This is an optimization exercise on Yosys and OpenROAD, whose aim is small area and a short achievable clock period, not a production implementation. At most, simulation tests tie the RTL to the original design; equivalence was not proved. No functional check of the RTL was part of runs 1 and 2. Power is estimated from default activity; no workload was simulated.

==> flow/design.v <==
`timescale 1ns / 1ps
module FIR_filter #(
    parameter  N1   = 8,
    parameter  N2 = 16 ,
    parameter integer N3  = 32
)(
    input  wire                      clk,
    input  wire                      rst,
    input  wire                      enable,
    input  wire signed [N2-1:0]    input_data,
    output  signed [N3-1:0]   sampleT,
   output   signed [N3-1:0] output_data
);
  reg [15:0] s0;
  reg [16:0] u0, u1, u2, u3, u4, u5;
  reg [7:0] ylo;
  reg yc;
  reg [16:0] yha, yhb;
  wire vs1, vc2;
  fir_fa u_vs1 (.a(u1[0]), .b(u3[0]), .c(~s0[0]), .s(vs1), .co(vc2));
  wire vs3, vc4;
  fir_fa u_vs3 (.a(u1[1]), .b(u3[1]), .c(~s0[1]), .s(vs3), .co(vc4));
  wire vs5, vc6;
  fir_fa u_vs5 (.a(~u5[1]), .b(vc2), .c(vs3), .s(vs5), .co(vc6));
  wire vs7, vc8;
  fir_fa u_vs7 (.a(u1[2]), .b(u3[2]), .c(~s0[2]), .s(vs7), .co(vc8));
  wire vs9, vc10;
  fir_fa u_vs9 (.a(~u5[2]), .b(vc4), .c(vs7), .s(vs9), .co(vc10));
  wire vs11, vc12;
  fir_fa u_vs11 (.a(u1[3]), .b(u3[3]), .c(~s0[3]), .s(vs11), .co(vc12));
  wire vs13, vc14;
  fir_fa u_vs13 (.a(~u5[3]), .b(vc8), .c(vs11), .s(vs13), .co(vc14));
  wire vs15, vc16;
  fir_fa u_vs15 (.a(u1[4]), .b(u3[4]), .c(~s0[4]), .s(vs15), .co(vc16));
  wire vs17, vc18;
  fir_fa u_vs17 (.a(~u5[4]), .b(vc12), .c(vs15), .s(vs17), .co(vc18));
  wire vs19, vc20;
  fir_fa u_vs19 (.a(u1[5]), .b(u3[5]), .c(~s0[5]), .s(vs19), .co(vc20));
  wire vs21, vc22;
  fir_fa u_vs21 (.a(~u5[5]), .b(vc16), .c(vs19), .s(vs21), .co(vc22));
  wire vs23, vc24;
  fir_fa u_vs23 (.a(u1[6]), .b(u3[6]), .c(~s0[6]), .s(vs23), .co(vc24));
  wire vs25, vc26;
  fir_fa u_vs25 (.a(~u5[6]), .b(vc20), .c(vs23), .s(vs25), .co(vc26));
  wire vs27, vc28;
  fir_fa u_vs27 (.a(u1[7]), .b(u3[7]), .c(~s0[7]), .s(vs27), .co(vc28));
  wire vs29, vc30;
  fir_fa u_vs29 (.a(~u5[7]), .b(vc24), .c(vs27), .s(vs29), .co(vc30));
  wire vs31, vc32;
  fir_fa u_vs31 (.a(u1[8]), .b(u3[8]), .c(~s0[8]), .s(vs31), .co(vc32));
  wire vs33, vc34;
  fir_fa u_vs33 (.a(~u5[8]), .b(vc28), .c(vs31), .s(vs33), .co(vc34));
  wire vs35, vc36;
  fir_fa u_vs35 (.a(u1[9]), .b(u3[9]), .c(~s0[9]), .s(vs35), .co(vc36));
  wire vs37, vc38;
  fir_fa u_vs37 (.a(~u5[9]), .b(vc32), .c(vs35), .s(vs37), .co(vc38));
  wire vs39, vc40;
  fir_fa u_vs39 (.a(u1[10]), .b(u3[10]), .c(~s0[10]), .s(vs39), .co(vc40));
  wire vs41, vc42;
  fir_fa u_vs41 (.a(~u5[10]), .b(vc36), .c(vs39), .s(vs41), .co(vc42));
  wire vs43, vc44;
  fir_fa u_vs43 (.a(u1[11]), .b(u3[11]), .c(~s0[11]), .s(vs43), .co(vc44));
  wire vs45, vc46;
  fir_fa u_vs45 (.a(~u5[11]), .b(vc40), .c(vs43), .s(vs45), .co(vc46));
  wire vs47, vc48;
  fir_fa u_vs47 (.a(u1[12]), .b(u3[12]), .c(~s0[12]), .s(vs47), .co(vc48));
  wire vs49, vc50;
  fir_fa u_vs49 (.a(~u5[12]), .b(vc44), .c(vs47), .s(vs49), .co(vc50));
  wire vs51, vc52;
  fir_fa u_vs51 (.a(u1[13]), .b(u3[13]), .c(~s0[13]), .s(vs51), .co(vc52));
  wire vs53, vc54;
  fir_fa u_vs53 (.a(~u5[13]), .b(vc48), .c(vs51), .s(vs53), .co(vc54));
  wire vs55, vc56;
  fir_fa u_vs55 (.a(u1[14]), .b(u3[14]), .c(~s0[14]), .s(vs55), .co(vc56));
  wire vs57, vc58;
  fir_fa u_vs57 (.a(~u5[14]), .b(vc52), .c(vs55), .s(vs57), .co(vc58));
  wire vs59, vc60;
  fir_fa u_vs59 (.a(u1[15]), .b(u3[15]), .c(s0[15]), .s(vs59), .co(vc60));
  wire vs61, vc62;
  fir_fa u_vs61 (.a(~u5[15]), .b(vc56), .c(vs59), .s(vs61), .co(vc62));
  wire vs63, vc64;
  fir_fa u_vs63 (.a(~u1[16]), .b(~u3[16]), .c(u5[16]), .s(vs63), .co(vc64));
  wire vs65, vc66;
  fir_ha u_vs65 (.a(vc60), .b(vs63), .s(vs65), .co(vc66));
  wire qs67 = ~(~u5[0] ^ vs1);
  wire qc68 = ~u5[0] | vs1;
  wire qs69 = ~(qc68 ^ vs5);
  wire qc70 = qc68 | vs5;
  wire qs71 = ~(~u5[0] ^ vs1);
  wire qc72 = ~u5[0] | vs1;
  wire qs73, qc74;
  fir_fa u_qs73 (.a(vc6), .b(vs9), .c(qs71), .s(qs73), .co(qc74));
  wire qs75, qc76;
  fir_fa u_qs75 (.a(qc70), .b(qs73), .c(~input_data[0]), .s(qs75), .co(qc76));
  wire qs77 = ~(vc10 ^ qc72);
  wire qc78 = vc10 | qc72;
  wire qs79, qc80;
  fir_fa u_qs79 (.a(vs5), .b(vs13), .c(qc74), .s(qs79), .co(qc80));
  wire qs81, qc82;
  fir_fa u_qs81 (.a(qs77), .b(qs79), .c(~input_data[1]), .s(qs81), .co(qc82));
  wire qs83, qc84;
  fir_fa u_qs83 (.a(~input_data[3]), .b(qc76), .c(qs81), .s(qs83), .co(qc84));
  wire qs85, qc86;
  fir_fa u_qs85 (.a(u0[0]), .b(u1[0]), .c(u3[0]), .s(qs85), .co(qc86));
  wire qs87, qc88;
  fir_fa u_qs87 (.a(u4[0]), .b(qs85), .c(vc6), .s(qs87), .co(qc88));
  wire qs89, qc90;
  fir_fa u_qs89 (.a(vc14), .b(vs9), .c(vs17), .s(qs89), .co(qc90));
  wire qs91, qc92;
  fir_fa u_qs91 (.a(qc78), .b(qs87), .c(qs89), .s(qs91), .co(qc92));
  wire qs93, qc94;
  fir_fa u_qs93 (.a(qc80), .b(qs91), .c(~input_data[2]), .s(qs93), .co(qc94));
  wire qs95, qc96;
  fir_fa u_qs95 (.a(~input_data[4]), .b(qc82), .c(qs93), .s(qs95), .co(qc96));
  wire qs97, qc98;
  fir_fa u_qs97 (.a(u0[1]), .b(u1[1]), .c(u3[1]), .s(qs97), .co(qc98));
  wire qs99, qc100;
  fir_fa u_qs99 (.a(u4[1]), .b(qc86), .c(qs97), .s(qs99), .co(qc100));
  wire qs101, qc102;
  fir_fa u_qs101 (.a(vc10), .b(vc18), .c(vs13), .s(qs101), .co(qc102));
  wire qs103, qc104;
  fir_fa u_qs103 (.a(vs21), .b(qs99), .c(qc88), .s(qs103), .co(qc104));
  wire qs105, qc106;
  fir_fa u_qs105 (.a(qc90), .b(qs101), .c(qs103), .s(qs105), .co(qc106));
  wire qs107, qc108;
  fir_fa u_qs107 (.a(qc92), .b(qs105), .c(~input_data[3]), .s(qs107), .co(qc108));
  wire qs109, qc110;
  fir_fa u_qs109 (.a(~input_data[5]), .b(qc94), .c(qs107), .s(qs109), .co(qc110));
  wire qs111, qc112;
  fir_fa u_qs111 (.a(u0[2]), .b(u1[2]), .c(u3[2]), .s(qs111), .co(qc112));
  wire qs113, qc114;
  fir_fa u_qs113 (.a(u4[2]), .b(u2[0]), .c(qc98), .s(qs113), .co(qc114));
  wire qs115, qc116;
  fir_fa u_qs115 (.a(qs111), .b(vc14), .c(vc22), .s(qs115), .co(qc116));
  wire qs117, qc118;
  fir_fa u_qs117 (.a(qc100), .b(qs113), .c(vs17), .s(qs117), .co(qc118));
  wire qs119, qc120;
  fir_fa u_qs119 (.a(vs25), .b(qc102), .c(qs115), .s(qs119), .co(qc120));
  wire qs121, qc122;
  fir_fa u_qs121 (.a(qs117), .b(qc104), .c(qs119), .s(qs121), .co(qc122));
  wire qs123, qc124;
  fir_fa u_qs123 (.a(qc106), .b(~input_data[4]), .c(~input_data[6]), .s(qs123), .co(qc124));
  wire qs125, qc126;
  fir_fa u_qs125 (.a(qs121), .b(qc108), .c(qs123), .s(qs125), .co(qc126));
  wire qs127, qc128;
  fir_fa u_qs127 (.a(u0[3]), .b(u1[3]), .c(u3[3]), .s(qs127), .co(qc128));
  wire qs129, qc130;
  fir_fa u_qs129 (.a(u4[3]), .b(u2[1]), .c(qc112), .s(qs129), .co(qc130));
  wire qs131, qc132;
  fir_fa u_qs131 (.a(qs127), .b(qc114), .c(vc18), .s(qs131), .co(qc132));
  wire qs133, qc134;
  fir_fa u_qs133 (.a(vc26), .b(qs129), .c(vs21), .s(qs133), .co(qc134));
  wire qs135, qc136;
  fir_fa u_qs135 (.a(vs29), .b(qc116), .c(qc118), .s(qs135), .co(qc136));
  wire qs137, qc138;
  fir_fa u_qs137 (.a(qs131), .b(qs133), .c(qc120), .s(qs137), .co(qc138));
  wire qs139, qc140;
  fir_fa u_qs139 (.a(qs135), .b(qc122), .c(qs137), .s(qs139), .co(qc140));
  wire qs141, qc142;
  fir_fa u_qs141 (.a(~input_data[5]), .b(~input_data[7]), .c(qc124), .s(qs141), .co(qc142));
  wire qs143, qc144;
  fir_fa u_qs143 (.a(qs139), .b(qc126), .c(qs141), .s(qs143), .co(qc144));
  wire qs145, qc146;
  fir_fa u_qs145 (.a(u0[4]), .b(u1[4]), .c(u3[4]), .s(qs145), .co(qc146));
  wire qs147, qc148;
  fir_fa u_qs147 (.a(u4[4]), .b(u2[2]), .c(qc128), .s(qs147), .co(qc148));
  wire qs149, qc150;
  fir_fa u_qs149 (.a(qs145), .b(qc130), .c(vc22), .s(qs149), .co(qc150));
  wire qs151, qc152;
  fir_fa u_qs151 (.a(vc30), .b(qs147), .c(vs25), .s(qs151), .co(qc152));
  wire qs153, qc154;
  fir_fa u_qs153 (.a(vs33), .b(qc132), .c(qc134), .s(qs153), .co(qc154));
  wire qs155, qc156;
  fir_fa u_qs155 (.a(qs149), .b(qs151), .c(qc136), .s(qs155), .co(qc156));
  wire qs157, qc158;
  fir_fa u_qs157 (.a(qs153), .b(qc138), .c(qs155), .s(qs157), .co(qc158));
  wire qs159, qc160;
  fir_fa u_qs159 (.a(~input_data[6]), .b(~input_data[8]), .c(qc140), .s(qs159), .co(qc160));
  wire qs161, qc162;
  fir_fa u_qs161 (.a(qs157), .b(qc142), .c(qs159), .s(qs161), .co(qc162));
  wire qs163, qc164;
  fir_fa u_qs163 (.a(u0[5]), .b(u1[5]), .c(u3[5]), .s(qs163), .co(qc164));
  wire qs165, qc166;
  fir_fa u_qs165 (.a(u4[5]), .b(u2[3]), .c(qc146), .s(qs165), .co(qc166));
  wire qs167, qc168;
  fir_fa u_qs167 (.a(qs163), .b(qc148), .c(vc26), .s(qs167), .co(qc168));
  wire qs169, qc170;
  fir_fa u_qs169 (.a(vc34), .b(qs165), .c(vs29), .s(qs169), .co(qc170));
  wire qs171, qc172;
  fir_fa u_qs171 (.a(vs37), .b(qc150), .c(qc152), .s(qs171), .co(qc172));
  wire qs173, qc174;
  fir_fa u_qs173 (.a(qs167), .b(qs169), .c(qc154), .s(qs173), .co(qc174));
  wire qs175, qc176;
  fir_fa u_qs175 (.a(qs171), .b(qc156), .c(qs173), .s(qs175), .co(qc176));
  wire qs177, qc178;
  fir_fa u_qs177 (.a(~input_data[7]), .b(~input_data[9]), .c(qc158), .s(qs177), .co(qc178));
  wire qs179, qc180;
  fir_fa u_qs179 (.a(qs175), .b(qc160), .c(qs177), .s(qs179), .co(qc180));
  wire qs181, qc182;
  fir_fa u_qs181 (.a(u0[6]), .b(u1[6]), .c(u3[6]), .s(qs181), .co(qc182));
  wire qs183, qc184;
  fir_fa u_qs183 (.a(u4[6]), .b(u2[4]), .c(qc164), .s(qs183), .co(qc184));
  wire qs185, qc186;
  fir_fa u_qs185 (.a(qs181), .b(qc166), .c(vc30), .s(qs185), .co(qc186));
  wire qs187, qc188;
  fir_fa u_qs187 (.a(vc38), .b(qs183), .c(vs33), .s(qs187), .co(qc188));
  wire qs189, qc190;
  fir_fa u_qs189 (.a(vs41), .b(qc168), .c(qc170), .s(qs189), .co(qc190));
  wire qs191, qc192;
  fir_fa u_qs191 (.a(qs185), .b(qs187), .c(qc172), .s(qs191), .co(qc192));
  wire qs193, qc194;
  fir_fa u_qs193 (.a(qs189), .b(qc174), .c(qs191), .s(qs193), .co(qc194));
  wire qs195, qc196;
  fir_fa u_qs195 (.a(~input_data[8]), .b(~input_data[10]), .c(qc176), .s(qs195), .co(qc196));
  wire qs197, qc198;
  fir_fa u_qs197 (.a(qs193), .b(qc178), .c(qs195), .s(qs197), .co(qc198));
  wire qs199, qc200;
  fir_fa u_qs199 (.a(u0[7]), .b(u1[7]), .c(u3[7]), .s(qs199), .co(qc200));
  wire qs201, qc202;
  fir_fa u_qs201 (.a(u4[7]), .b(u2[5]), .c(qc182), .s(qs201), .co(qc202));
  wire qs203, qc204;
  fir_fa u_qs203 (.a(qs199), .b(qc184), .c(vc34), .s(qs203), .co(qc204));
  wire qs205, qc206;
  fir_fa u_qs205 (.a(vc42), .b(qs201), .c(vs37), .s(qs205), .co(qc206));
  wire qs207, qc208;
  fir_fa u_qs207 (.a(vs45), .b(qc186), .c(qc188), .s(qs207), .co(qc208));
  wire qs209, qc210;
  fir_fa u_qs209 (.a(qs203), .b(qs205), .c(qc190), .s(qs209), .co(qc210));
  wire qs211, qc212;
  fir_fa u_qs211 (.a(qs207), .b(qc192), .c(qs209), .s(qs211), .co(qc212));
  wire qs213, qc214;
  fir_fa u_qs213 (.a(~input_data[9]), .b(~input_data[11]), .c(qc194), .s(qs213), .co(qc214));
  wire qs215, qc216;
  fir_fa u_qs215 (.a(qs211), .b(qc196), .c(qs213), .s(qs215), .co(qc216));
  wire qs217, qc218;
  fir_fa u_qs217 (.a(u0[8]), .b(u1[8]), .c(u3[8]), .s(qs217), .co(qc218));
  wire qs219, qc220;
  fir_fa u_qs219 (.a(u4[8]), .b(u2[6]), .c(qc200), .s(qs219), .co(qc220));
  wire qs221, qc222;
  fir_fa u_qs221 (.a(qs217), .b(qc202), .c(vc38), .s(qs221), .co(qc222));
  wire qs223, qc224;
  fir_fa u_qs223 (.a(vc46), .b(qs219), .c(vs41), .s(qs223), .co(qc224));
  wire qs225, qc226;
  fir_fa u_qs225 (.a(vs49), .b(qc204), .c(qc206), .s(qs225), .co(qc226));
  wire qs227, qc228;
  fir_fa u_qs227 (.a(qs221), .b(qs223), .c(qc208), .s(qs227), .co(qc228));
  wire qs229, qc230;
  fir_fa u_qs229 (.a(qs225), .b(qc210), .c(qs227), .s(qs229), .co(qc230));
  wire qs231, qc232;
  fir_fa u_qs231 (.a(~input_data[10]), .b(~input_data[12]), .c(qc212), .s(qs231), .co(qc232));
  wire qs233, qc234;
  fir_fa u_qs233 (.a(qs229), .b(qc214), .c(qs231), .s(qs233), .co(qc234));
  wire qs235, qc236;
  fir_fa u_qs235 (.a(u0[9]), .b(u1[9]), .c(u3[9]), .s(qs235), .co(qc236));
  wire qs237, qc238;
  fir_fa u_qs237 (.a(u4[9]), .b(u2[7]), .c(qc218), .s(qs237), .co(qc238));
  wire qs239, qc240;
  fir_fa u_qs239 (.a(qs235), .b(qc220), .c(vc42), .s(qs239), .co(qc240));
  wire qs241, qc242;
  fir_fa u_qs241 (.a(vc50), .b(qs237), .c(vs45), .s(qs241), .co(qc242));
  wire qs243, qc244;
  fir_fa u_qs243 (.a(vs53), .b(qc222), .c(qc224), .s(qs243), .co(qc244));
  wire qs245, qc246;
  fir_fa u_qs245 (.a(qs239), .b(qs241), .c(qc226), .s(qs245), .co(qc246));
  wire qs247, qc248;
  fir_fa u_qs247 (.a(qs243), .b(qc228), .c(qs245), .s(qs247), .co(qc248));
  wire qs249, qc250;
  fir_fa u_qs249 (.a(~input_data[11]), .b(~input_data[13]), .c(qc230), .s(qs249), .co(qc250));
  wire qs251, qc252;
  fir_fa u_qs251 (.a(qs247), .b(qc232), .c(qs249), .s(qs251), .co(qc252));
  wire qs253, qc254;
  fir_fa u_qs253 (.a(u0[10]), .b(u1[10]), .c(u3[10]), .s(qs253), .co(qc254));
  wire qs255, qc256;
  fir_fa u_qs255 (.a(u4[10]), .b(u2[8]), .c(qc236), .s(qs255), .co(qc256));
  wire qs257, qc258;
  fir_fa u_qs257 (.a(qs253), .b(qc238), .c(vc46), .s(qs257), .co(qc258));
  wire qs259, qc260;
  fir_fa u_qs259 (.a(vc54), .b(qs255), .c(vs49), .s(qs259), .co(qc260));
  wire qs261, qc262;
  fir_fa u_qs261 (.a(vs57), .b(qc240), .c(qc242), .s(qs261), .co(qc262));
  wire qs263, qc264;
  fir_fa u_qs263 (.a(qs257), .b(qs259), .c(qc244), .s(qs263), .co(qc264));
  wire qs265, qc266;
  fir_fa u_qs265 (.a(qs261), .b(qc246), .c(qs263), .s(qs265), .co(qc266));
  wire qs267, qc268;
  fir_fa u_qs267 (.a(~input_data[12]), .b(~input_data[14]), .c(qc248), .s(qs267), .co(qc268));
  wire qs269, qc270;
  fir_fa u_qs269 (.a(qs265), .b(qc250), .c(qs267), .s(qs269), .co(qc270));
  wire qs271, qc272;
  fir_fa u_qs271 (.a(u0[11]), .b(u1[11]), .c(u3[11]), .s(qs271), .co(qc272));
  wire qs273, qc274;
  fir_fa u_qs273 (.a(u4[11]), .b(u2[9]), .c(qc254), .s(qs273), .co(qc274));
  wire qs275, qc276;
  fir_fa u_qs275 (.a(qs271), .b(qc256), .c(vc50), .s(qs275), .co(qc276));
  wire qs277, qc278;
  fir_fa u_qs277 (.a(vc58), .b(qs273), .c(vs53), .s(qs277), .co(qc278));
  wire qs279, qc280;
  fir_fa u_qs279 (.a(vs61), .b(qc258), .c(qc260), .s(qs279), .co(qc280));
  wire qs281, qc282;
  fir_fa u_qs281 (.a(qs275), .b(qs277), .c(qc262), .s(qs281), .co(qc282));
  wire qs283, qc284;
  fir_fa u_qs283 (.a(qs279), .b(qc264), .c(qs281), .s(qs283), .co(qc284));
  wire qs285, qc286;
  fir_fa u_qs285 (.a(~input_data[13]), .b(input_data[15]), .c(qc266), .s(qs285), .co(qc286));
  wire qs287, qc288;
  fir_fa u_qs287 (.a(qs283), .b(qc268), .c(qs285), .s(qs287), .co(qc288));
  wire qs289, qc290;
  fir_fa u_qs289 (.a(u0[12]), .b(u1[12]), .c(u3[12]), .s(qs289), .co(qc290));
  wire qs291, qc292;
  fir_fa u_qs291 (.a(u4[12]), .b(u2[10]), .c(qc272), .s(qs291), .co(qc292));
  wire qs293, qc294;
  fir_fa u_qs293 (.a(qs289), .b(vs65), .c(qc274), .s(qs293), .co(qc294));
  wire qs295, qc296;
  fir_fa u_qs295 (.a(vc54), .b(vc62), .c(qs291), .s(qs295), .co(qc296));
  wire qs297, qc298;
  fir_fa u_qs297 (.a(vs57), .b(qc276), .c(qs293), .s(qs297), .co(qc298));
  wire qs299, qc300;
  fir_fa u_qs299 (.a(qc278), .b(qs295), .c(qs297), .s(qs299), .co(qc300));
  wire qs301, qc302;
  fir_fa u_qs301 (.a(qc280), .b(qc282), .c(qs299), .s(qs301), .co(qc302));
  wire qs303, qc304;
  fir_fa u_qs303 (.a(~input_data[14]), .b(qc284), .c(qs301), .s(qs303), .co(qc304));
  wire qs305, qc306;
  fir_ha u_qs305 (.a(qc286), .b(qs303), .s(qs305), .co(qc306));
  wire qs307, qc308;
  fir_fa u_qs307 (.a(u0[13]), .b(u1[13]), .c(u3[13]), .s(qs307), .co(qc308));
  wire qs309, qc310;
  fir_fa u_qs309 (.a(u4[13]), .b(u2[11]), .c(vc64), .s(qs309), .co(qc310));
  wire qs311, qc312;
  fir_fa u_qs311 (.a(qc290), .b(qs307), .c(vc66), .s(qs311), .co(qc312));
  wire qs313, qc314;
  fir_fa u_qs313 (.a(qc292), .b(vc58), .c(qs309), .s(qs313), .co(qc314));
  wire qs315, qc316;
  fir_fa u_qs315 (.a(vs61), .b(qs311), .c(qc294), .s(qs315), .co(qc316));
  wire qs317, qc318;
  fir_fa u_qs317 (.a(qc296), .b(qs313), .c(qc298), .s(qs317), .co(qc318));
  wire qs319, qc320;
  fir_fa u_qs319 (.a(qs315), .b(qc300), .c(qs317), .s(qs319), .co(qc320));
  wire qs321, qc322;
  fir_fa u_qs321 (.a(input_data[15]), .b(qc302), .c(qs319), .s(qs321), .co(qc322));
  wire qs323, qc324;
  fir_fa u_qs323 (.a(qc304), .b(qs321), .c(qc306), .s(qs323), .co(qc324));
  wire qs325, qc326;
  fir_fa u_qs325 (.a(u0[14]), .b(u1[14]), .c(u3[14]), .s(qs325), .co(qc326));
  wire qs327 = ~(u4[14] ^ u2[12]);
  wire qc328 = u4[14] | u2[12];
  wire qs329, qc330;
  fir_fa u_qs329 (.a(qc308), .b(qs325), .c(qs327), .s(qs329), .co(qc330));
  wire qs331, qc332;
  fir_fa u_qs331 (.a(vs65), .b(qc310), .c(vc62), .s(qs331), .co(qc332));
  wire qs333, qc334;
  fir_fa u_qs333 (.a(qs329), .b(qc312), .c(qc314), .s(qs333), .co(qc334));
  wire qs335, qc336;
  fir_fa u_qs335 (.a(qs331), .b(qc316), .c(qs333), .s(qs335), .co(qc336));
  wire qs337, qc338;
  fir_fa u_qs337 (.a(qc318), .b(qs335), .c(qc320), .s(qs337), .co(qc338));
  wire qs339, qc340;
  fir_ha u_qs339 (.a(qc322), .b(qs337), .s(qs339), .co(qc340));
  wire qs341, qc342;
  fir_fa u_qs341 (.a(u0[15]), .b(u1[15]), .c(u3[15]), .s(qs341), .co(qc342));
  wire qs343 = ~(u4[15] ^ u2[13]);
  wire qc344 = u4[15] | u2[13];
  wire qs345, qc346;
  fir_fa u_qs345 (.a(vc64), .b(qc326), .c(qc328), .s(qs345), .co(qc346));
  wire qs347, qc348;
  fir_fa u_qs347 (.a(qs341), .b(qs343), .c(vc66), .s(qs347), .co(qc348));
  wire qs349, qc350;
  fir_fa u_qs349 (.a(qc330), .b(qs345), .c(qs347), .s(qs349), .co(qc350));
  wire qs351, qc352;
  fir_fa u_qs351 (.a(qc332), .b(qs349), .c(qc334), .s(qs351), .co(qc352));
  wire qs353, qc354;
  fir_fa u_qs353 (.a(qc336), .b(qs351), .c(qc338), .s(qs353), .co(qc354));
  wire qs355, qc356;
  fir_fa u_qs355 (.a(~u0[16]), .b(~u1[16]), .c(~u3[16]), .s(qs355), .co(qc356));
  wire qs357, qc358;
  fir_fa u_qs357 (.a(~u4[16]), .b(u2[14]), .c(qc342), .s(qs357), .co(qc358));
  wire qs359, qc360;
  fir_fa u_qs359 (.a(qc344), .b(qs355), .c(qc346), .s(qs359), .co(qc360));
  wire qs361, qc362;
  fir_fa u_qs361 (.a(qs357), .b(qc348), .c(qs359), .s(qs361), .co(qc362));
  wire qs363, qc364;
  fir_fa u_qs363 (.a(qc350), .b(qs361), .c(qc352), .s(qs363), .co(qc364));
  wire qs365 = ~(u2[15] ^ qc356);
  wire qc366 = u2[15] | qc356;
  wire qs367, qc368;
  fir_fa u_qs367 (.a(qc358), .b(qs365), .c(qc360), .s(qs367), .co(qc368));
  wire qs369, qc370;
  fir_ha u_qs369 (.a(qc362), .b(qs367), .s(qs369), .co(qc370));
  wire qs371 = ~(~u2[16] ^ qc366);
  wire qc372 = ~u2[16] | qc366;
  wire qs373, qc374;
  fir_fa u_qs373 (.a(qs371), .b(qc368), .c(qc370), .s(qs373), .co(qc374));
  wire [8:0] qa = {1'b0, qs143, qc110, qc96, qc84, qs83, ~input_data[2], qs69, qs67};
  wire [8:0] qb = {1'b0, 1'b0, qs125, qs109, qs95, 1'b0, qs75, ~input_data[1], ~input_data[0]};
  wire [8:0] ylo_next_p = qa ^ qb;
  wire [8:0] ylo_next_g = qa & qb;
  wire [7:0] ylo_next_c;
  fir_pfx_ylo_next u_pfx_ylo_next (.p(ylo_next_p[7:0]), .g(ylo_next_g[7:0]), .c(ylo_next_c));
  wire [8:0] ylo_next = ylo_next_p ^ {ylo_next_c, 1'b0};
  wire [16:0] yha_next = {1'b1, qc372, qs373, qs369, qs363, qc340, qs339, qs323, qs305, qc270, qc252, qc234, qc216, qc198, qc180, qc162, qc144};
  wire [16:0] yhb_next = {1'b0, qc374, 1'b0, qc364, qc354, qs353, qc324, 1'b0, qc288, qs287, qs269, qs251, qs233, qs215, qs197, qs179, qs161};
  wire [16:0] ui_a = {input_data[15], input_data};
  wire [16:0] ui_b = {s0[15], s0};
  wire [16:0] u_in_p = ui_a ^ ui_b;
  wire [16:0] u_in_g = ui_a & ui_b;
  wire [15:0] u_in_c;
  fir_pfx_u_in u_pfx_u_in (.p(u_in_p[15:0]), .g(u_in_g[15:0]), .c(u_in_c));
  wire [16:0] u_in = u_in_p ^ {u_in_c, 1'b0};
  wire [17:0] yo_a = {yha, yc};
  wire [17:0] yo_b = {yhb, yc};
  wire [17:0] yo_p = yo_a ^ yo_b;
  wire [17:0] yo_g = yo_a & yo_b;
  wire [16:0] yo_c;
  fir_pfx_yo u_pfx_yo (.p(yo_p[16:0]), .g(yo_g[16:0]), .c(yo_c));
  wire [17:0] yo = yo_p ^ {yo_c, 1'b0};
  wire [24:0] y = {yo[17:1], ylo};
  always @(posedge clk) begin
    if (rst) begin
      s0 <= 16'd0;
      u0 <= 17'd0; u1 <= 17'd0; u2 <= 17'd0; u3 <= 17'd0; u4 <= 17'd0; u5 <= 17'd0;
      ylo <= 8'd0; yc <= 1'b0; yha <= 17'd0; yhb <= 17'd0;
    end else if (enable) begin
      ylo <= ylo_next[7:0]; yc <= ylo_next[8]; yha <= yha_next; yhb <= yhb_next;
      s0 <= input_data;
      u0 <= u_in; u1 <= u0; u2 <= u1; u3 <= u2; u4 <= u3; u5 <= u4;
    end
  end
  assign output_data = {{7{y[24]}}, y};
  assign sampleT = {{16{s0[15]}}, s0};
endmodule
module fir_fa (input wire a, input wire b, input wire c, output wire s, output wire co);
  assign s = a ^ b ^ c;
  assign co = (a & b) | (a & c) | (b & c);
endmodule
module fir_ha (input wire a, input wire b, output wire s, output wire co);
  assign s = a ^ b;
  assign co = a & b;
endmodule
module fir_pfx_ylo_next (input wire [7:0] p, input wire [7:0] g, output wire [7:0] c);
  wire G1 = g[1] | (p[1] & g[0]);
  wire P2 = p[1] & p[0];
  wire G3 = g[3] | (p[3] & g[2]);
  wire P4 = p[3] & p[2];
  wire G5 = g[5] | (p[5] & g[4]);
  wire P6 = p[5] & p[4];
  wire G7 = g[7] | (p[7] & g[6]);
  wire P8 = p[7] & p[6];
  wire G9 = g[2] | (p[2] & G1);
  wire P10 = p[2] & P2;
  wire G11 = G3 | (P4 & G1);
  wire P12 = P4 & P2;
  wire G13 = g[6] | (p[6] & G5);
  wire P14 = p[6] & P6;
  wire G15 = G7 | (P8 & G5);
  wire P16 = P8 & P6;
  wire G17 = g[4] | (p[4] & G11);
  wire P18 = p[4] & P12;
  wire G19 = G5 | (P6 & G11);
  wire P20 = P6 & P12;
  wire G21 = G13 | (P14 & G11);
  wire P22 = P14 & P12;
  wire G23 = G15 | (P16 & G11);
  wire P24 = P16 & P12;
  assign c = {G23, G21, G19, G17, G11, G9, G1, g[0]};
endmodule
module fir_pfx_yo (input wire [16:0] p, input wire [16:0] g, output wire [16:0] c);
  wire G1 = g[1] | (p[1] & g[0]);
  wire P2 = p[1] & p[0];
  wire G3 = g[3] | (p[3] & g[2]);
  wire P4 = p[3] & p[2];
  wire G5 = g[5] | (p[5] & g[4]);
  wire P6 = p[5] & p[4];
  wire G7 = g[7] | (p[7] & g[6]);
  wire P8 = p[7] & p[6];
  wire G9 = g[9] | (p[9] & g[8]);
  wire P10 = p[9] & p[8];
  wire G11 = g[11] | (p[11] & g[10]);
  wire P12 = p[11] & p[10];
  wire G13 = g[13] | (p[13] & g[12]);
  wire P14 = p[13] & p[12];
  wire G15 = g[15] | (p[15] & g[14]);
  wire P16 = p[15] & p[14];
  wire G17 = g[2] | (p[2] & G1);
  wire P18 = p[2] & P2;
  wire G19 = G3 | (P4 & G1);
  wire P20 = P4 & P2;
  wire G21 = g[6] | (p[6] & G5);
  wire P22 = p[6] & P6;
  wire G23 = G7 | (P8 & G5);
  wire P24 = P8 & P6;
  wire G25 = g[10] | (p[10] & G9);
  wire P26 = p[10] & P10;
  wire G27 = G11 | (P12 & G9);
  wire P28 = P12 & P10;
  wire G29 = g[14] | (p[14] & G13);
  wire P30 = p[14] & P14;
  wire G31 = G15 | (P16 & G13);
  wire P32 = P16 & P14;
  wire G33 = g[4] | (p[4] & G19);
  wire P34 = p[4] & P20;
  wire G35 = G5 | (P6 & G19);
  wire P36 = P6 & P20;
  wire G37 = G21 | (P22 & G19);
  wire P38 = P22 & P20;
  wire G39 = G23 | (P24 & G19);
  wire P40 = P24 & P20;
  wire G41 = g[12] | (p[12] & G27);
  wire P42 = p[12] & P28;
  wire G43 = G13 | (P14 & G27);
  wire P44 = P14 & P28;
  wire G45 = G29 | (P30 & G27);
  wire P46 = P30 & P28;
  wire G47 = G31 | (P32 & G27);
  wire P48 = P32 & P28;
  wire G49 = g[8] | (p[8] & G39);
  wire P50 = p[8] & P40;
  wire G51 = G9 | (P10 & G39);
  wire P52 = P10 & P40;
  wire G53 = G25 | (P26 & G39);
  wire P54 = P26 & P40;
  wire G55 = G27 | (P28 & G39);
  wire P56 = P28 & P40;
  wire G57 = G41 | (P42 & G39);
  wire P58 = P42 & P40;
  wire G59 = G43 | (P44 & G39);
  wire P60 = P44 & P40;
  wire G61 = G45 | (P46 & G39);
  wire P62 = P46 & P40;
  wire G63 = G47 | (P48 & G39);
  wire P64 = P48 & P40;
  wire G65 = g[16] | (p[16] & G63);
  wire P66 = p[16] & P64;
  assign c = {G65, G63, G61, G59, G57, G55, G53, G51, G49, G39, G37, G35, G33, G19, G17, G1, g[0]};
endmodule
module fir_pfx_u_in (input wire [15:0] p, input wire [15:0] g, output wire [15:0] c);
  wire G1 = g[1] | (p[1] & g[0]);
  wire P2 = p[1] & p[0];
  wire G3 = g[3] | (p[3] & g[2]);
  wire P4 = p[3] & p[2];
  wire G5 = g[5] | (p[5] & g[4]);
  wire P6 = p[5] & p[4];
  wire G7 = g[7] | (p[7] & g[6]);
  wire P8 = p[7] & p[6];
  wire G9 = g[9] | (p[9] & g[8]);
  wire P10 = p[9] & p[8];
  wire G11 = g[11] | (p[11] & g[10]);
  wire P12 = p[11] & p[10];
  wire G13 = g[13] | (p[13] & g[12]);
  wire P14 = p[13] & p[12];
  wire G15 = g[15] | (p[15] & g[14]);
  wire P16 = p[15] & p[14];
  wire G17 = g[2] | (p[2] & G1);
  wire P18 = p[2] & P2;
  wire G19 = G3 | (P4 & G1);
  wire P20 = P4 & P2;
  wire G21 = g[6] | (p[6] & G5);
  wire P22 = p[6] & P6;
  wire G23 = G7 | (P8 & G5);
  wire P24 = P8 & P6;
  wire G25 = g[10] | (p[10] & G9);
  wire P26 = p[10] & P10;
  wire G27 = G11 | (P12 & G9);
  wire P28 = P12 & P10;
  wire G29 = g[14] | (p[14] & G13);
  wire P30 = p[14] & P14;
  wire G31 = G15 | (P16 & G13);
  wire P32 = P16 & P14;
  wire G33 = g[4] | (p[4] & G19);
  wire P34 = p[4] & P20;
  wire G35 = G5 | (P6 & G19);
  wire P36 = P6 & P20;
  wire G37 = G21 | (P22 & G19);
  wire P38 = P22 & P20;
  wire G39 = G23 | (P24 & G19);
  wire P40 = P24 & P20;
  wire G41 = g[12] | (p[12] & G27);
  wire P42 = p[12] & P28;
  wire G43 = G13 | (P14 & G27);
  wire P44 = P14 & P28;
  wire G45 = G29 | (P30 & G27);
  wire P46 = P30 & P28;
  wire G47 = G31 | (P32 & G27);
  wire P48 = P32 & P28;
  wire G49 = g[8] | (p[8] & G39);
  wire P50 = p[8] & P40;
  wire G51 = G9 | (P10 & G39);
  wire P52 = P10 & P40;
  wire G53 = G25 | (P26 & G39);
  wire P54 = P26 & P40;
  wire G55 = G27 | (P28 & G39);
  wire P56 = P28 & P40;
  wire G57 = G41 | (P42 & G39);
  wire P58 = P42 & P40;
  wire G59 = G43 | (P44 & G39);
  wire P60 = P44 & P40;
  wire G61 = G45 | (P46 & G39);
  wire P62 = P46 & P40;
  wire G63 = G47 | (P48 & G39);
  wire P64 = P48 & P40;
  assign c = {G63, G61, G59, G57, G55, G53, G51, G49, G39, G37, G35, G33, G19, G17, G1, g[0]};
endmodule
==> flow/run.sh <==
#!/bin/bash
# synth_recipe.tcl (not shown) runs the flow's synth.tcl, then flattens the netlist and writes it again
# the make line also repeats each setting of config.mk as NAME=value (left out here)
make -C /OpenROAD-flow-scripts/flow DESIGN_CONFIG=/design/flow/config.mk WORK_HOME=/design/flow/orfs CLKGATE_MAP_FILE= SYNTH_SCRIPT=/design/flow/synth_recipe.tcl finish
==> flow/config.mk <==
export PLATFORM = sky130hd
export DESIGN_NAME = FIR_filter
export DESIGN_NICKNAME = FIR_filter
export VERILOG_FILES = /design/flow/design.v
export SDC_FILE = /design/flow/constraint.sdc
export NUM_CORES = 4
export LEC_CHECK = 0
export CAP_MARGIN = 20
export CORE_MARGIN = 2
export CORE_UTILIZATION = 60
export CTS_BUF_LIST = sky130_fd_sc_hd__clkbuf_8
export CTS_CLUSTER_DIAMETER = 100
export CTS_CLUSTER_SIZE = 40
export PLACE_DENSITY = 0.7
export SLEW_MARGIN = 20
export SYNTH_HIERARCHICAL = 1
export SYNTH_MINIMUM_KEEP_SIZE = 0
==> flow/constraint.sdc <==
create_clock -name core_clock -period 12.0 [get_ports {clk}]
set_input_delay 2.4000 -clock core_clock [delete_from_list [all_inputs] [get_ports {clk}]]
set_output_delay 2.4000 -clock core_clock [all_outputs]
set_load 0.01 [all_outputs]
==> metrics.cfg, run 1 <==
[status]
status = complete, no violations

[sta]
drv_slew = 0
max_clock_freq_mhz = 185
setup_viol = 0
finClkSkew_ns = 0.0154
finalHoldViolCount = 0
grt_setup_unrepaired = no
finalCritPeriodShare_pct = 45.2
worst_pin_slew_ns = 1.05
layout_min_cycle_time_ns = 5.42
timing.slew.headroom_pct = 29.8
setup_tns_ns = 0

[global_route]
grt_first_pass_wirelength_mm = 35.1
grt_usage_pct = 22.4
grt_pass1_vias = 7031
grt-ovfl-total = 0
grt_max_degree = 112
grt_antenna_before_repair = 0

[cells_and_area]
drive_gt1_share_pct = 9.20
syn2layout_area_growth_pct = 6.04
fin_cells = 1309
diodes = 0
layout.nets = 1272

[clock_network]
root_buffer = clkbuf_8
clk_latency_ns = 0.46
numCtsBuffers = 17
clockBufferDepth = 2
cts_tree = yes
htree_levels = 4
hold_buffers = 0
clock-sinks = 158
post-cts-setup-buffers = 0
ctsResizeCount = 0
clk_pin_slew_ns = 0.09

[synthesis]
synth-edff-count = 0
synth_ff_type = dfxtp_1
synth_top_family_by_area = adder cells
synth_top_cell_by_area = fa_1
synth-simple-area-share_pct = 7.23
synth_cell_types = 55
avgSynthCellArea_sq_um = 11.5
yosysTopAreaCellShare_pct = 29.6
synth_warnings = 7
post-synth-top-count-cell = fa_1
synthMuxAreaShare_pct = 11.3
synth_fa_ha_area_share_pct = 34.6
synth_compound_area_share_pct = 6.85
async_reset_ff_share_pct = 0
yosysSeqAreaShare_pct = 26.7
netlist_area_sq_mm = 0.0118
netlist_top_cells_area = fa_1 (30%), dfxtp_1 (27%), mux2i_1 (11%)
synth-xor-area-share_pct = 2.96
ys_ff_latch = 158
synthCells = 1024
netlist_top_cells_count = fa_1 (175), dfxtp_1 (158), nor2_1 (151)

[critical_path]
critPathMaxFanout = 8
cp.arrival_ns = 3.02
slowest_delay_ns = 0.63
reg2reg_from = s0[1]
rr_endpoint = ylo[7]
critPathCapture = output_data[29]
cp-end-kind = output pin
rr_worst_depth = 14
crit_path_cell_trace = ha_1 > a21oi_2 > o22ai_2 > a22oi_2 > a221oi_2 > xor2_1 > clkdlybuf4s50_1
critPathKind = reg2out
r2r_setup_slack_ns = 6.91
worstSetupStartpoint = yha[0]
crit_slowest_cell = clkdlybuf4s50_1
cp-start-kind = flip-flop
cp.required_ns = 9.60

[pwr]
p_per_area_mw_per_mm2 = 196
peakVddDrop_uv = 111
power.leakage_nw = 5.57

[worst_hold_path]
hold_path.class = reg2reg

[drt]
post_drt_wl_per_cell_um = 16.6
vias = 6803
firstDrtPassIters = 5
routed_wl_mm = 21.7
drc = 0
via_per_inst = 5.20
ant_nets = 0
first_iter_violations = 212

[floorplan]
fp.dieH_um = 144
start_util_pct = 61.0
fp.dieW_um = 144
rows = 51
io_pins = 83
dieArea_sq_mm = 0.0208
core_area_sq_mm = 0.0194

[run]
maxCapViolCount = 0

[placement]
io_buffers = 82
dp_hpwl_mm = 17.2
dp_cells = 1277
place.gp.congestion = 0.851

layout by cell type, fill, tap and decap left out, drive strengths merged, types with 2 or more instances in the layout:
| cell | count |
|---|---|
| xor2 | 17 |
| dfxtp | 158 |
| nand2 | 13 |
| inv | 78 |
| buf | 4 |
| a21oi | 19 |
| clkinvlp | 3 |
| nor3 | 3 |
| conb | 7 |
| a21o | 20 |
| o21bai | 2 |
| or3 | 2 |
| clkdlybuf4s50 | 80 |
| a211oi | 26 |
| a31oi | 2 |
| ha | 47 |
| bufinv | 4 |
| mux2i | 133 |
| nor2 | 172 |
| a31o | 2 |
| fa | 175 |
| clkbuf | 19 |
| nand2b | 2 |
| xnor2 | 23 |
| a41o | 2 |
| clkinv | 5 |
| o21ai | 7 |
| a221oi | 2 |
| nand3 | 3 |
metrics by stage:
stage	worst slack, ns	utilization [%]	area (sq um)	hold slack (ns)	power, mW
after CTS	6.52	64.6	12500	0.495	2.52
after detailed placement	6.53	62.3	12100	0.479	2.06
final	6.58	64.6	12500	0.489	2.46
after global placement	6.56	62.3	12100	0.468	2.04
after floorplan	7.00	-	11800	0.454	1.73
after global routing	6.37	64.6	12500	0.517	2.67
cell type report:
| class | instances | area, sq um |
|---|---|---|
| clock buffer | 19 | 262 |
| clock inverter | 13 | 190 |
| fill | 1625 | 6860 |
| inverter | 77 | 289 |
| multi-input combinational | 693 | 7460 |
| sequential | 158 | 3160 |
| tap | 265 | 332 |
| timing repair buffer | 84 | 842 |
flip-flops by register name, indices dropped and copies added (netlist names):
register and count:
u5 17, s0 16, u4 17, u1 17
yc 1, yha 17, yhb 14, u0 17
u2 17, u3 17, ylo 8
Yosys stat by module, one instance, submodules excluded:
| module | flops+latches | times used | cells inside |
|---|---|---|---|
| fir_ha | 0 | 4 | 1 |
| fir_pfx_yo | 0 | 1 | 73 |
| fir_pfx_u_in | 0 | 1 | 57 |
| fir_fa | 0 | 175 | 1 |
| FIR_filter | 158 | 1 | 688 |
| fir_pfx_ylo_next | 0 | 1 | 27 |
worst min path at each step:
stage                     startpoint  endpoint  slack [ns]  cells past startpoint
final                        yha[16]   yha[16]        0.49                      2
after global routing           u5[8]     u5[8]        0.52                      2
after CTS                    yha[16]   yha[16]        0.49                      2
after detailed placement     yha[16]   yha[16]        0.48                      2
after global placement       yha[16]   yha[16]        0.47                      2
after floorplan              yha[16]   yha[16]        0.45                      2
report_power, final:
group          switching (mW)  internal, mW  leakage (nW)  total (mW)
Clock                   0.211         0.238         0.220       0.449
Combinational           0.697         0.690          4.06        1.39
Sequential             0.0448         0.581          1.29       0.626
kinds of logic after synthesis:
| group | after synthesis |
|---|---|
| adder cells (fa/ha/maj) | 222 |
| AND/OR/NAND/NOR | 201 |
| other | 1 |
| XOR/XNOR | 40 |
| AO/OA/AOI/OAI | 90 |
| multiplexers | 133 |
| buffers and inverters | 179 |
| flip-flops | 158 |
worst max-delay path: cells and delay by family, from the launching register on:
family / cells / cell delay (ns)
buffers and inverters: 1 / 0.63
adders and majority gates: 1 / 0.33
AOI/OAI and AO/OA: 4 / 0.87
DFF: 1 / 0.33
xor gates and xnor gates: 1 / 0.40
layer usage:
layer / global-route usage, % / part of all wire [%] / vias up
met5: 0 / 0 / -
met4: 6.29 / 1.7 / 0
li1: - / - / 3283
met2: 42.4 / 56 / 85
met1: 25.6 / 40 / 3412
met3: 4.14 / 2.5 / 23
==> inputs of run 2 (changes only) <==
--- a/flow/design.v
+++ b/flow/design.v
@@ -414,5 +414,14 @@
   fir_pfx_yo u_pfx_yo (.p(yo_p[16:0]), .g(yo_g[16:0]), .c(yo_c));
   wire [17:0] yo = yo_p ^ {yo_c, 1'b0};
+  wire yo_sgn0;
+  fir_xor u_yo_sgn0 (.a(yo_p[17]), .b(yo_c[16]), .y(yo_sgn0));
+  wire yo_sgn1;
+  fir_xor u_yo_sgn1 (.a(yo_p[17]), .b(yo_c[16]), .y(yo_sgn1));
+  wire yo_sgn2;
+  fir_xor u_yo_sgn2 (.a(yo_p[17]), .b(yo_c[16]), .y(yo_sgn2));
+  wire yo_sgn3;
+  fir_xor u_yo_sgn3 (.a(yo_p[17]), .b(yo_c[16]), .y(yo_sgn3));
   wire [24:0] y = {yo[17:1], ylo};
+  wire [7:0] ysign = {{2{yo_sgn3}}, {2{yo_sgn2}}, {2{yo_sgn1}}, {2{yo_sgn0}}};
   always @(posedge clk) begin
     if (rst) begin
@@ -426,5 +435,5 @@
     end
   end
-  assign output_data = {{7{y[24]}}, y};
+  assign output_data = {ysign, y[23:0]};
   assign sampleT = {{16{s0[15]}}, s0};
 endmodule
@@ -437,4 +446,7 @@
   assign co = a & b;
 endmodule
+module fir_xor (input wire a, input wire b, output wire y);
+  assign y = a ^ b;
+endmodule
 module fir_pfx_ylo_next (input wire [7:0] p, input wire [7:0] g, output wire [7:0] c);
   wire G1 = g[1] | (p[1] & g[0]);
==> metrics.cfg, run 2 <==
[floorplan]
start_util_pct = 61.0  ; about the same
dieArea_sq_mm = 0.0208  ; about the same
io_pins = 83  ; unchanged
core_area_sq_mm = 0.0194  ; unchanged
fp.dieW_um = 144  ; about the same
rows = 51  ; unchanged
fp.dieH_um = 144  ; about the same

[synthesis]
synth_top_cell_by_area = fa_1  ; unchanged
async_reset_ff_share_pct = 0  ; unchanged
yosysTopAreaCellShare_pct = 29.6  ; about the same
netlist_top_cells_area = fa_1 (30%), dfxtp_1 (27%), mux2i_1 (11%)  ; unchanged
synth_warnings = 7  ; unchanged
synthCells = 1028  ; was 1024
avgSynthCellArea_sq_um = 11.5  ; about the same
post-synth-top-count-cell = fa_1  ; unchanged
ys_ff_latch = 158  ; unchanged
synth_ff_type = dfxtp_1  ; unchanged
netlist_area_sq_mm = 0.0118  ; about the same
synth-edff-count = 0  ; unchanged
netlist_top_cells_count = fa_1 (175), dfxtp_1 (158), nor2_1 (151)  ; unchanged
yosysSeqAreaShare_pct = 26.7  ; about the same
synth_cell_types = 55  ; unchanged

[drt]
first_iter_violations = 318  ; was 212
ant_nets = 0  ; unchanged
firstDrtPassIters = 6  ; was 5
post_drt_wl_per_cell_um = 16.5  ; was 16.6 um
drc = 0  ; unchanged
routed_wl_mm = 21.6  ; was 21.7 mm
via_per_inst = 5.17  ; was 5.20
vias = 6786  ; was 6803

[cells_and_area]
fillerInstances = 1582  ; was 1625
final_cell_mix = fa_1 (175), dfxtp_1 (158), nor2_1 (151)  ; unchanged
syn2layout_area_growth_pct = 5.82  ; was 6.04%
mostFrequentLayoutCell = fa_1  ; unchanged
drive_gt1_share_pct = 9.07  ; was 9.20%
layout.nets = 1275  ; was 1272
diodes = 0  ; unchanged

[clock_network]
root_buffer = clkbuf_8  ; unchanged
hold_buffers = 0  ; unchanged
ctsResizeCount = 0  ; unchanged
clockBufferDepth = 2  ; unchanged
clk_pin_slew_ns = 0.10  ; was 0.09 ns
clk_latency_ns = 0.46  ; about the same
numCtsBuffers = 17  ; unchanged
clock-sinks = 158  ; unchanged
post-cts-setup-buffers = 0  ; unchanged
cts_tree = yes  ; unchanged
htree_levels = 4  ; unchanged

[sta]
timing.slew.headroom_pct = 27.5  ; was 29.8%
drv_slew = 0  ; unchanged
finClkSkew_ns = 0.0223  ; was 0.0154 ns
worst_pin_slew_ns = 1.09  ; was 1.05 ns
layout_min_cycle_time_ns = 5.48  ; was 5.42 ns
finalHoldViolCount = 0  ; unchanged
grt_setup_unrepaired = no  ; unchanged
finalCritPeriodShare_pct = 45.6  ; was 45.2%
setup_viol = 0  ; unchanged
setup_tns_ns = 0  ; unchanged
max_clock_freq_mhz = 183  ; was 185 MHz

[run]
maxCapViolCount = 0  ; unchanged

[pwr]
power_frac_clock_pct = 17.0  ; was 18.3%
power.share.sequential_pct = 25.8  ; was 25.4%
p_int_mw = 1.47  ; was 1.51 mW
swShare_pct = 39.3  ; was 38.7%
power.leakage_nw = 5.58  ; was 5.57 nW
p_switching_uw = 953  ; about the same
power_frac_comb_pct = 57.2  ; was 56.3%
power_mw = 2.42  ; was 2.46 mW
peakVddDrop_uv = 121  ; was 111 uV
p_per_area_mw_per_mm2 = 194  ; was 196 mW/mm^2

[worst_hold_path]
worstHoldPathCells = 2  ; unchanged
hold_path.class = reg2reg  ; unchanged

[critical_path]
critPathKind = reg2out  ; unchanged
cp-start-kind = flip-flop  ; unchanged
cp-end-kind = output pin  ; unchanged
cp.required_ns = 9.60  ; about the same
rr_worst_depth = 14  ; unchanged
cp.arrival_ns = 3.08  ; was 3.02 ns
critPathMaxFanout = 6  ; was 8

[global_route]
grt_antenna_before_repair = 0  ; unchanged
grt-ovfl-total = 0  ; unchanged
grt_usage_pct = 22.6  ; was 22.4%
grt_max_degree = 116  ; was 112
grt_pass1_vias = 7141  ; was 7031
grt_first_pass_wirelength_mm = 35.7  ; was 35.1 mm

[status]
status = complete, no violations  ; unchanged

[placement]
io_buffers = 82  ; unchanged
dp_hpwl_mm = 17.0  ; was 17.2 mm
place.gp.congestion = 0.861  ; was 0.851

run 2: cell type report:
| class | count | area, sq um | area share [%] |
|---|---|---|---|
| clock buffers | 19 | 262 | 2.09 |
| clock inverters | 13 | 140 | 1.12 |
| inverters | 77 | 289 | 2.31 |
| multi-input cells | 696 | 7490 | 59.9 |
| flip-flops and latches | 158 | 3160 | 25.3 |
| well taps | 265 | 332 | 2.65 |
| repair buffers | 84 | 838 | 6.70 |
run 2: cell families after synthesis:
| logic type | count (synthesis) | share of synthesized area [%] |
|---|---|---|
| adder cells (fa/ha/maj) | 222 | 34.6 |
| AND/OR/NAND/NOR | 201 | 7.23 |
| buffers and inverters | 180 | 10.1 |
| flip-flops | 158 | 26.7 |
| multiplexers | 133 | 11.3 |
| AO/OA/AOI/OAI | 90 | 6.85 |
| XOR/XNOR | 43 | 3.18 |
| other | 1 | 0.0317 |
run 2: modules after synthesis, one instance, submodules excluded:
module / cell area (sq um) / flops+latches / times used / cells inside
FIR_filter: 7170 / 158 / 1 / 688
fir_pfx_yo: 490 / 0 / 1 / 73
fir_pfx_u_in: 382 / 0 / 1 / 57
fir_pfx_ylo_next: 190 / 0 / 1 / 27
fir_fa: 20.0 / 0 / 175 / 1
fir_ha: 12.5 / 0 / 4 / 1
fir_xor: 8.76 / 0 / 4 / 1
run 2: through the flow:
step,cell area (sq um),hold slack [ns],instances,setup slack [ns],utilization (%)
2_1_floorplan,11800,0.460,1034,7.00,-
3_3_place_gp,12100,0.475,1280,6.56,62.4
3_5_place_dp,12100,0.482,1280,6.53,62.4
4_1_cts,12500,0.505,1312,6.49,64.5
5_1_grt,12500,0.521,1312,6.28,64.5
6_report,12500,0.495,1312,6.52,64.5
run 2: power groups by stage:
stage               Clock [mW]  Combinational [mW]  Sequential [mW]
finish                   0.411                1.38            0.626
global route             0.443                1.57            0.634
CTS                      0.423                1.43            0.627
detailed placement           0                1.42            0.639
global placement             0                1.41            0.638
floorplan                    0                1.10            0.631
run 2: path summary, 6_finish.rpt:
kind,from,end,slack (ns)
min,u5[5],u5[5],0.50
max,yha[6],output_data[31],6.52
max reg2reg,s0[1],ylo[7],6.90
min reg2reg,u5[5],u5[5],0.50
run 2: per-layer routing:
layer / routed length (um) / vias up / share of wire (%) / global-route usage (%)
li1: - / 3285 / - / -
met1: 8710 / 3407 / 40 / 26.7
met2: 12100 / 78 / 56 / 42.3
met3: 529 / 16 / 2.4 / 3.68
met4: 301 / 0 / 1.4 / 5.98
met5: 0 / - / 0 / 0
run 2: critical path: stages (launching register included):
cell and delay (ns):
dfxtp_1 0.33, ha_1 0.37, nand3_1 0.14, nor3_2 0.22, a22oi_2 0.14, a221oi_2 0.60
xor2_1 0.24, clkdlybuf4s50_1 0.57
==> inputs of run 3 (changes only) <==
--- a/flow/design.v
+++ b/flow/design.v
@@ -16,5 +16,5 @@
   reg [7:0] ylo;
   reg yc;
-  reg [16:0] yha, yhb;
+  reg [16:0] yhp, yhg;
   wire vs1, vc2;
   fir_fa u_vs1 (.a(u1[0]), .b(u3[0]), .c(~s0[0]), .s(vs1), .co(vc2));
@@ -400,4 +400,6 @@
   wire [16:0] yha_next = {1'b1, qc372, qs373, qs369, qs363, qc340, qs339, qs323, qs305, qc270, qc252, qc234, qc216, qc198, qc180, qc162, qc144};
   wire [16:0] yhb_next = {1'b0, qc374, 1'b0, qc364, qc354, qs353, qc324, 1'b0, qc288, qs287, qs269, qs251, qs233, qs215, qs197, qs179, qs161};
+  wire [16:0] yhp_next = yha_next ^ yhb_next;
+  wire [16:0] yhg_next = yha_next & yhb_next;
   wire [16:0] ui_a = {input_data[15], input_data};
   wire [16:0] ui_b = {s0[15], s0};
@@ -407,8 +409,6 @@
   fir_pfx_u_in u_pfx_u_in (.p(u_in_p[15:0]), .g(u_in_g[15:0]), .c(u_in_c));
   wire [16:0] u_in = u_in_p ^ {u_in_c, 1'b0};
-  wire [17:0] yo_a = {yha, yc};
-  wire [17:0] yo_b = {yhb, yc};
-  wire [17:0] yo_p = yo_a ^ yo_b;
-  wire [17:0] yo_g = yo_a & yo_b;
+  wire [17:0] yo_p = {yhp, 1'b0};
+  wire [17:0] yo_g = {yhg, yc};
   wire [16:0] yo_c;
   fir_pfx_yo u_pfx_yo (.p(yo_p[16:0]), .g(yo_g[16:0]), .c(yo_c));
@@ -428,7 +428,7 @@
       s0 <= 16'd0;
       u0 <= 17'd0; u1 <= 17'd0; u2 <= 17'd0; u3 <= 17'd0; u4 <= 17'd0; u5 <= 17'd0;
-      ylo <= 8'd0; yc <= 1'b0; yha <= 17'd0; yhb <= 17'd0;
+      ylo <= 8'd0; yc <= 1'b0; yhp <= 17'd0; yhg <= 17'd0;
     end else if (enable) begin
-      ylo <= ylo_next[7:0]; yc <= ylo_next[8]; yha <= yha_next; yhb <= yhb_next;
+      ylo <= ylo_next[7:0]; yc <= ylo_next[8]; yhp <= yhp_next; yhg <= yhg_next;
       s0 <= input_data;
       u0 <= u_in; u1 <= u0; u2 <= u1; u3 <= u2; u4 <= u3; u5 <= u4;
==> metrics.cfg, run 3 <==
[clock_network]
numCtsBuffers = 17  ; unchanged
clock-sinks = 158  ; unchanged
post-cts-setup-buffers = 0  ; unchanged
root_buffer = clkbuf_8  ; unchanged
clk_latency_ns = 0.47  ; was 0.46 ns
cts_tree = yes  ; unchanged
clk_pin_slew_ns = 0.09  ; was 0.10 ns
htree_levels = 4  ; unchanged
hold_buffers = 0  ; unchanged
ctsResizeCount = 0  ; unchanged
clockBufferDepth = 2  ; unchanged

[pwr]
power.leakage_nw = 5.55  ; was 5.58 nW
p_per_area_mw_per_mm2 = 207  ; was 194 mW/mm^2
peakVddDrop_uv = 125  ; was 121 uV

[cells_and_area]
fillerInstances = 1499  ; was 1582
final_area_sq_mm = 0.0124  ; was 0.0125 sq mm
final_cell_mix = fa_1 (175), nor2_1 (172), dfxtp_1 (158)  ; was fa_1 (175), dfxtp_1 (158), nor2_1 (151)
drive_gt1_share_pct = 5.15  ; was 9.07%
syn2layout_area_growth_pct = 7.77  ; was 5.82%
multiInputGateArea_sq_mm = 0.00733  ; was 0.00749 sq mm
mostFrequentLayoutCell = fa_1  ; unchanged
layout.nets = 1276  ; was 1275
diodes = 0  ; unchanged
seqCellArea_sq_mm = 0.00316  ; unchanged

[floorplan]
rows = 50  ; was 51
io_pins = 83  ; unchanged
dieArea_sq_mm = 0.0203  ; was 0.0208 sq mm
start_util_pct = 61.3  ; was 61.0%
fp.dieH_um = 142  ; was 144 um
fp.dieW_um = 142  ; was 144 um
core_area_sq_mm = 0.0188  ; was 0.0194 sq mm

[synthesis]
synthCells = 1029  ; was 1028
synth_warnings = 7  ; unchanged
netlist_area_sq_mm = 0.0115  ; was 0.0118 sq mm
synth_top_cell_by_area = fa_1  ; unchanged
yosysSeqAreaShare_pct = 27.5  ; was 26.7%
synth_cell_types = 53  ; was 55
async_reset_ff_share_pct = 0  ; unchanged
netlist_top_cells_count = fa_1 (175), nor2_1 (172), dfxtp_1 (158)  ; was fa_1 (175), dfxtp_1 (158), nor2_1 (151)
netlist_top_cells_area = fa_1 (30%), dfxtp_1 (28%), mux2i_1 (12%)  ; was fa_1 (30%), dfxtp_1 (27%), mux2i_1 (11%)
ys_ff_latch = 158  ; unchanged
yosysTopAreaCellShare_pct = 30.5  ; was 29.6%
synth-edff-count = 0  ; unchanged
avgSynthCellArea_sq_um = 11.2  ; was 11.5 sq um
synth_ff_type = dfxtp_1  ; unchanged
post-synth-top-count-cell = fa_1  ; unchanged

[placement]
post_dp_cell_area_sq_mm = 0.0119  ; was 0.0121 sq mm
dp_hpwl_mm = 16.8  ; was 17.0 mm
io_buffers = 82  ; unchanged
place.gp.congestion = 0.842  ; was 0.861

[critical_path]
cp-start-kind = flip-flop  ; unchanged
cp.arrival_ns = 2.77  ; was 3.08 ns
reg2reg_from = s0[1]  ; unchanged
cp.required_ns = 9.60  ; about the same
worstSetupStartpoint = yhp[2]  ; was yha[6]
critPathKind = reg2out  ; unchanged
critPathMaxFanout = 6  ; unchanged
cp-end-kind = output pin  ; unchanged

[sta]
setup_tns_ns = 0  ; unchanged
layout_min_cycle_time_ns = 5.17  ; was 5.48 ns
max_clock_freq_mhz = 193  ; was 183 MHz
worst_pin_slew_ns = 1.07  ; was 1.09 ns
finClkSkew_ns = 0.0151  ; was 0.0223 ns
timing.slew.headroom_pct = 28.9  ; was 27.5%
drv_slew = 0  ; unchanged
setup_viol = 0  ; unchanged
finalCritPeriodShare_pct = 43.1  ; was 45.6%
finalHoldViolCount = 0  ; unchanged
grt_setup_unrepaired = no  ; unchanged

[drt]
vias = 6769  ; was 6786
routed_wl_mm = 21.2  ; was 21.6 mm
ant_nets = 0  ; unchanged
firstDrtPassIters = 5  ; was 6
post_drt_wl_per_cell_um = 16.6  ; was 16.5 um
first_iter_violations = 260  ; was 318
via_per_inst = 5.28  ; was 5.17
drc = 0  ; unchanged

[run]
maxCapViolCount = 0  ; unchanged

[global_route]
grt_pass1_vias = 7163  ; was 7141
grt_max_degree = 116  ; unchanged
grt-ovfl-total = 0  ; unchanged
grt_first_pass_wirelength_mm = 35.2  ; was 35.7 mm
grt_usage_pct = 22.6  ; about the same
grt_antenna_before_repair = 0  ; unchanged

[worst_hold_path]
min_from = ylo[3]  ; was u5[5]
hold_path.class = reg2reg  ; unchanged

[status]
status = complete, no violations  ; unchanged

## run 3: kinds of logic (layout without fill, tap and decap cells)
kind of cell / count (synthesis) / count (layout) / share of synthesized area [%]
xor+xnor: 43 / 43 / 3.27
flops: 158 / 158 / 27.5
buf+inv: 181 / 194 / 8.92
other cells: 1 / 7 / 0.0326
fa+ha+maj: 222 / 222 / 35.6
mux: 134 / 134 / 11.7
compound gates: 89 / 89 / 6.06
simple gates: 201 / 201 / 6.97
## run 3: final cells by class
| type | instances | area share, % |
|---|---|---|
| flip-flops and latches | 158 | 25.5 |
| clock buffers | 19 | 2.11 |
| repair buffers | 84 | 6.75 |
| clock inverters | 13 | 1.72 |
| inverters | 78 | 2.36 |
| multi-input cells | 696 | 59.2 |
| well taps | 234 | 2.36 |
## run 3: Yosys stat by module, one instance, submodules excluded
module | copies in the design | flops+latches | cells inside
FIR_filter | 1 | 158 | 689
fir_fa | 175 | 0 | 1
fir_ha | 4 | 0 | 1
fir_pfx_u_in | 1 | 0 | 57
fir_pfx_ylo_next | 1 | 0 | 27
fir_pfx_yo | 1 | 0 | 73
fir_xor | 4 | 0 | 1
## run 3: worst paths after layout
check        cells after the start              end  slack [ns]
max                              6  output_data[29]        6.83
min                              2           ylo[3]        0.49
max reg2reg                     14           ylo[7]        6.89
min reg2reg                      2           ylo[3]        0.49
## run 3: through the flow
stage	utilization [%]	hold slack (ns)	setup slack, ns	std cells	total power [mW]
3_5_place_dp	63.5	0.479	6.55	1250	2.16
2_1_floorplan	-	0.460	7.00	1035	1.81
5_1_grt	66.0	0.514	6.60	1282	2.81
3_3_place_gp	63.5	0.472	6.61	1250	2.12
6_report	66.0	0.489	6.83	1282	2.57
4_1_cts	66.0	0.493	6.78	1282	2.63
## run 3: where the power goes
| part | total (mW) | internal (mW) | switching [mW] | leakage [nW] |
|---|---|---|---|---|
| clock | 0.467 | 0.260 | 0.207 | 0.234 |
| sequential | 0.633 | 0.579 | 0.0534 | 1.29 |
| combinational | 1.47 | 0.744 | 0.725 | 4.03 |
## run 3: critical path, cell delays in order (launching register included)
cell,delay (ns)
dfxtp_1,0.45
nand3_2,0.12
o22ai_2,0.26
a22oi_2,0.17
a221oi_2,0.50
xor2_1,0.23
clkdlybuf4s50_1,0.57
## run 3: metal layers
layer / global-route usage, % / part of all wire [%]
met1: 25.4 / 39
met2: 43.6 / 57
met3: 4.04 / 2.3
met4: 6.20 / 1.5
met5: 0 / 0

-- port drivers added, routing unchanged --
Ports are ideal in the flow. The routed layouts listed here were re-timed in OpenROAD. Step 1 assumes that a clkbuf_16 drives the clock port and a buf_2 every other input. Step 2 adds t to the input delays and takes it off the output delays; t is the mean of the earliest and latest rising clock arrival at the registers after step 1. Input paths then give back, and output paths get back, about the clock's delay inside the block. Slacks: ideal / step 1 / step 2; pairs: ideal / step 1.
run	shift t [ns]	setup slack, ns	hold slack, ns
run 1	0.497	6.580 / 6.538 / 6.511	0.489 / 0.489 / 0.489
run 2	0.490	6.522 / 6.483 / 6.505	0.495 / 0.495 / 0.495
run 3	0.501	6.828 / 6.787 / 6.547	0.489 / 0.489 / 0.489
After both steps setup and hold are still met in every run listed. For run 3, which loses most, drivers alone change the setup slack by -0.041 ns; drivers and shift together by -0.281 ns.
